This is an optimization exercise on Yosys and OpenROAD, whose aim is small area, a short achievable clock period and few clock cycles, not a production implementation. For this run, only the layout was checked, not whether the RTL still works.

### design.v
module arm (
	input  wire        clk,
	input  wire        reset,
	output wire        MemWrite,
	output wire [31:0] Adr,
	output wire [31:0] WriteData,
	input  wire [31:0] ReadData
);
	localparam [1:0] S_EX = 2'd0, S_MEM = 2'd1, S_M2 = 2'd2, S_M3 = 2'd3;
	reg  [1:0]  st;
	reg  [10:0] pc;         
	reg         iv;         
	reg  [3:0]  flags;      
	reg  [3:0]  d_cond;
	reg         d_dp, d_mul, d_ldr, d_str, d_b, d_immop, d_s;
	reg  [1:0]  d_lop;      
	reg         d_sub, d_arith;
	reg  [11:0] d_imm;
	reg  [3:0]  d_ra1, d_ra2, d_wa;
	reg  [31:0] X, Y;
	reg  [3:0]  ld_wa;
	reg         m_str;
	reg  [31:0] rf [0:14];
	wire [31:0] fw = ReadData;
	wire f_mul = (fw[27:26] == 2'b00) & ~fw[25] & (fw[7:4] == 4'b1001);
	wire f_mem = (fw[27:26] == 2'b01);
	wire [3:0] f_cmd = fw[24:21];
	reg cpass;
	wire fN = flags[3], fZ = flags[2], fC = flags[1], fV = flags[0];
	always @(*)
		case (d_cond)
			4'b0000: cpass = fZ;
			4'b0001: cpass = ~fZ;
			4'b0010: cpass = fC;
			4'b0011: cpass = ~fC;
			4'b0100: cpass = fN;
			4'b0101: cpass = ~fN;
			4'b0110: cpass = fV;
			4'b0111: cpass = ~fV;
			4'b1000: cpass = fC & ~fZ;
			4'b1001: cpass = ~(fC & ~fZ);
			4'b1010: cpass = fN == fV;
			4'b1011: cpass = fN != fV;
			4'b1100: cpass = ~fZ & (fN == fV);
			4'b1101: cpass = ~(~fZ & (fN == fV));
			default: cpass = 1'b1;
		endcase
	wire ex = (st == S_EX) & iv;
	wire go = ex & cpass;
	wire [31:0] r15 = {19'b0, pc + 11'd1, 2'b00};
	wire [31:0] rd1 = (d_ra1 == 4'd15) ? r15 : rf[d_ra1];
	wire [31:0] rd2 = (d_ra2 == 4'd15) ? r15 : rf[d_ra2];
	wire m3 = (st == S_M3);
	wire [31:0] opa = m3 ? X : rd1;
	wire [31:0] opb = m3 ? Y : (d_immop ? {20'b0, d_imm} : rd2);
	wire sub = d_sub & ~m3;
	wire [32:0] sum = {1'b0, opa} + {1'b0, sub ? ~opb : opb} + {32'b0, sub};
	reg  [31:0] res;
	always @(*)
		case (m3 ? 2'd0 : d_lop)
			2'd0: res = sum[31:0];
			2'd1: res = opa & opb;
			2'd2: res = opa | opb;
			default: res = opa ^ opb;
		endcase
	wire resN = res[31];
	wire resZ = (res == 32'b0);
	wire resC = sum[32];
	wire resV = ~(opa[31] ^ opb[31] ^ sub) & (opa[31] ^ sum[31]);
	wire        mem_ld = (st == S_MEM) & ~m_str;
	wire        we = (go & d_dp) | (m3) | mem_ld;
	wire [3:0]  wa = (st == S_MEM) ? ld_wa : d_wa;
	wire [31:0] wd = (st == S_MEM) ? ReadData : res;
	integer i;
	always @(posedge clk)
		for (i = 0; i < 15; i = i + 1)
			if (we && wa == i) rf[i] <= wd;
	always @(posedge clk or posedge reset)
		if (reset) flags <= 4'b0;
		else if ((go & d_dp & d_s) | (m3 & d_s)) begin
			flags[3] <= resN;
			flags[2] <= resZ;
			if (d_arith & ~m3) begin
				flags[1] <= resC;
				flags[0] <= resV;
			end
		end
	wire [31:0] prod = X * Y;
	always @(posedge clk) begin
		if (ex) begin
			X <= d_mul ? rd1 : sum[31:0];
			Y <= rd2;
			ld_wa <= d_wa;
			m_str <= d_str;
		end else if (st == S_M2) begin
			X <= prod;
			Y <= 32'b0;
		end
	end
	wire taken = go & d_b;
	wire fetch = ((st == S_EX) & ~(iv & d_mul & cpass)) | m3;
	always @(posedge clk or posedge reset)
		if (reset) begin
			st <= S_EX;
			pc <= 11'd0;
			iv <= 1'b0;
		end else begin
			case (st)
				S_EX: if (go & (d_ldr | d_str)) st <= S_MEM;
				      else if (go & d_mul) st <= S_M2;
				S_MEM: st <= S_EX;
				S_M2: st <= S_M3;
				default: st <= S_EX;
			endcase
			if (taken) begin
				pc <= pc + 11'd1 + d_imm[10:0];
				iv <= 1'b0;
			end else if (fetch) begin
				pc <= pc + 11'd1;
				iv <= 1'b1;
			end
		end
	always @(posedge clk)
		if (fetch) begin
			d_cond  <= fw[31:28];
			d_mul   <= f_mul;
			d_dp    <= (fw[27:26] == 2'b00) & ~f_mul;
			d_ldr   <= f_mem & fw[20];
			d_str   <= f_mem & ~fw[20];
			d_b     <= (fw[27:26] == 2'b10);
			d_immop <= fw[25] | f_mem;
			d_s     <= fw[20];
			d_imm   <= fw[11:0];
			d_sub   <= (f_cmd == 4'b0010) & ~f_mem;
			d_arith <= (f_cmd == 4'b0010) | (f_cmd == 4'b0100);
			d_lop   <= f_mem ? 2'd0 :
			           (f_cmd == 4'b0000) ? 2'd1 :
			           (f_cmd == 4'b1100) ? 2'd2 :
			           (f_cmd == 4'b0001) ? 2'd3 : 2'd0;
			d_ra1   <= f_mul ? fw[11:8] : fw[19:16];
			d_ra2   <= f_mem ? fw[15:12] : fw[3:0];
			d_wa    <= f_mul ? fw[19:16] : fw[15:12];
		end
	assign Adr       = (st == S_MEM) ? X : {19'b0, pc, 2'b00};
	assign WriteData = Y;
	assign MemWrite  = (st == S_MEM) & m_str;
endmodule
### run.sh
#!/bin/bash
# synth_recipe.tcl (not shown) runs the flow's synth.tcl, then flattens the netlist and writes it again
# the make line also repeats each setting of config.mk as NAME=value (left out here)
make -C /OpenROAD-flow-scripts/flow DESIGN_CONFIG=/design/flow/config.mk WORK_HOME=/design/flow/orfs CLKGATE_MAP_FILE= SYNTH_SCRIPT=/design/flow/synth_recipe.tcl finish
### constraint.sdc
create_clock -name core_clock -period 13.0 [get_ports {clk}]
set_input_delay 2.6000 -clock core_clock [delete_from_list [all_inputs] [get_ports {clk}]]
set_output_delay 2.6000 -clock core_clock [all_outputs]
set_load 0.01 [all_outputs]
### config.mk
export PLATFORM = sky130hd
export DESIGN_NAME = arm
export DESIGN_NICKNAME = arm
export VERILOG_FILES = /design/flow/design.v
export SDC_FILE = /design/flow/constraint.sdc
export NUM_CORES = 4
export LEC_CHECK = 0
export CAP_MARGIN = 20
export CORE_MARGIN = 2
export CORE_UTILIZATION = 40
export SETUP_SLACK_MARGIN = 0.4
export SLEW_MARGIN = 20
==> results.txt <==
worst max path at each step:
stage / startpoint / to / slack (ps) / depth (start not counted)
floorplan: Y[5]$_SDFFCE_PN0P_ / X[31]$_DFFE_PP_ / 5660 / 28
global placement: Y[5]$_SDFFCE_PN0P_ / X[31]$_DFFE_PP_ / 4860 / 26
CTS: Y[5]$_SDFFCE_PN0P_ / X[31]$_DFFE_PP_ / 4770 / 26
finish: X[9]$_DFFE_PP_ / X[31]$_DFFE_PP_ / 4850 / 27
global route: Y[5]$_SDFFCE_PN0P_ / X[31]$_DFFE_PP_ / 4490 / 26
detailed placement: Y[5]$_SDFFCE_PN0P_ / X[31]$_DFFE_PP_ / 4810 / 26
layout by cell type, fill, tap and decap left out, types with 17 or more instances in the layout:
master / instances
nor2_1: 170
ha_1: 229
and2_1: 336
dfrtp_1: 18
clkdlybuf4s50_1: 98
fa_1: 410
buf_4: 120
clkbuf_16: 68
or3_1: 25
edfxtp_1: 588
a22oi_1: 314
o221ai_1: 55
nand3_1: 83
xnor2_1: 123
o22ai_1: 22
nand4_1: 70
a21oi_1: 189
mux2i_1: 26
o21ai_0: 161
nor3_1: 17
o21bai_1: 19
nand2b_1: 24
xor2_1: 54
a222oi_1: 60
nor2_4: 32
inv_1: 474
a21o_1: 25
nand2_1: 467
routing by layer:
layer / vias to the layer above / share of wire (%)
met4: 2 / 5.9
met3: 649 / 12
li1: 15900 / -
met1: 18700 / 37
met2: 2597 / 45
met5: - / 0.0097
area by class of cell:
| class | count | area (um2) | area share [%] |
|---|---|---|---|
| Antenna cell | 2 | 5.00 | 0.00954 |
| Clock buffer | 80 | 1750 | 3.33 |
| Clock inverter | 42 | 407 | 0.775 |
| Inverter | 478 | 1790 | 3.42 |
| Multi-Input combinational cell | 3152 | 26600 | 50.7 |
| Sequential cell | 606 | 18100 | 34.5 |
| Tap cell | 1536 | 1920 | 3.66 |
| Timing Repair Buffer | 218 | 1880 | 3.59 |
through the flow:
stage / util (%) / area (um2) / hold WS, ps
after floorplan: - / 47300 / 445
after global placement: 42.8 / 50300 / 494
after detailed placement: 42.8 / 50300 / 473
after CTS: 44.6 / 52400 / 486
after global routing: 44.6 / 52500 / 511
final: 44.6 / 52500 / 484
state kept, by name (all words and copies together), names as in the netlist, 2 cells and up:
signal	count
ld_wa	4
d_ra2	4
d_wa	4
d_lop	2
d_cond	4
pc	11
rf	480
d_imm	12
flags	4
X	32
d_ra1	4
Y	32
st	2
worst reg2reg max path, stage by stage, from the launching register on:
cell and delay [ps]:
edfxtp_1 1070, nand2_1 220, fa_1 470, inv_1 80, fa_1 430, fa_1 530, inv_1 50, fa_1 470
inv_1 50, fa_1 500, inv_1 60, fa_1 540, inv_1 50, fa_1 380, fa_1 470, ha_1 340
a21o_1 200, a21o_1 180, nand2_1 60, nand2_1 60, a41oi_1 370, a21oi_1 190, a21boi_0 270, a21oi_1 150
a21o_1 190, a21oi_1 180, xnor2_1 80, mux2_2 260
cells by family (layout without fill, tap and decap cells):
| family | Yosys count | count (layout) | synth area share (%) |
|---|---|---|---|
| buffers and inverters | 768 | 818 | 6.13 |
| adder cells (fa/ha/maj) | 639 | 639 | 23.4 |
| XOR/XNOR | 177 | 177 | 3.28 |
| flip-flops | 606 | 606 | 38.3 |
| multiplexers | 35 | 35 | 0.765 |
| AND/OR/NAND/NOR | 1315 | 1315 | 13.7 |
| AO/OA/AOI/OAI | 986 | 986 | 14.4 |
| other | 0 | 2 | 0 |
==> out/qor.csv <==
metric;value;unit
numPortBuffers;98;
fin_skew;32.5;ps
synth_most_common_cell;edfxtp_1;
status;timing/DRC/antenna clean;
ff2ff_path_depth;27;
critPathLaunchType;register;
synthesis.area;47300;um2
syn_nets;5199;
grt_pass1_vias;37900;
drive_gt1_share;6.69;%
synth-edff-count;588;
tritoncts;done;
setup_slack;4850;ps
fin_cells;6114;
core;118000;um2
routedWlPerCell;28.7;um
finalSetupViolCount;0;
grt_first_pass_wirelength;254;mm
track_usage;28.5;%
dp_hpwl;113;mm
cts_buffers;68;
routed_wirelength;175;mm
grt_overflow;0;
holdCritStartpoint;d_str$_DFFE_PP_;
ys_top_cells_by_count;edfxtp_1, inv_1, nand2_1, fa_1, and2_1;
drv_cap;0;
die_w;348;um
synthFlopType;edfxtp_1;
max_stage_delay;1070;ps
clk_pin_slew;60;ps
maxSlewHeadroom;16.3;%
globalRouteMet2Util;45.3;%
cpMaxStageDelayCell;edfxtp_1;
critPathBufInv;5;
critPathMostFrequentCell;fa_1;
crit_fanout;25;
nNetsFinal;5197;
antenna_found_initial;8;
regToRegSetupSlack;4850;ps
num_vias;37800;
dpl.cell_count;5990;
tightest_slew;1250;ps
yosysTopAreaCell;edfxtp_1;
fmax;123;MHz
min_to;m_str$_DFFE_PP_;
top_usage_layer;met2;
grt_util_met3;6.95;%
insertion_delay;630;ps
arrival;8530;ps
syn_inst;4526;
cts_root_buf;clkbuf_16;
drv_slew;0;
holdPathStages;0;
pre_cts_ws;4810;ps
ys_types;82;
yosys_register_bits;606;
use_met1;36.0;%
grt_max_degree;86;
path_class;reg2reg;
ys_warn_count;2;
fillCellCount;11000;
r2r-start;X[9]$_DFFE_PP_;
finalCritPeriodShare;62.7;%
area_delta_synth_final;11.0;%
worst_path_dominant_cell_family;adder cells;
clkSinkCount;606;
rows;126;
fin_crit;8150;ps
dr.pass1.iters;10;
rsz0062_at_grt;false;
globalplace.congestion;0.967;
hold_buffers;0;
ys_seq_area_share;38.3;%
ctsLongestPathBuffers;3;
initial_utilization;40.2;%
io_pins;99;
ant_nets;0;
viasPerCell;6.18;
synth_top_area_share;37.3;%
critPathCaptureType;register;
drc;0;
async_flop_share;2.97;%
die_y;348;um
cts_setup_buffers;0;
hold_path.class;reg2reg;
hold_violations;0;
ys_top_cells_by_area;edfxtp_1, fa_1, ha_1;
syn_avg_cell_area;10.4;um2
r2r_end;X[31]$_DFFE_PP_;
cts_resized;0;
fin_tns_setup;0;ps
dieArea;121000;um2
drtIter0Drc;5652;
required;13380;ps
htree_levels;3;

static timing again, ports no longer ideal:
In the flow no input, the clock included, has a driving cell. The finished layout below was timed again as built, in two steps.
Step 1 sets driving cells, clkbuf_16 on the clock port and buf_2 on the other inputs (assumed; they add their load-dependent delay and slew).
Step 2 moves the port delays by t, midway between the first and last clock arrival at a register: inputs arrive t later, outputs are due t later. That takes back most of the time a late clock gives input paths.
a / b / c = no drivers / after step 1 / after step 2; a / b = the first two.
t (ns): 0.683
setup slack, ns: 4.854 / 4.854 / 4.854
pins driven straight from the clock port: 1
After both steps this run still meets setup and hold. The setup slack of this run moves by 0.000 ns with the drivers and by 0.000 ns with both steps.
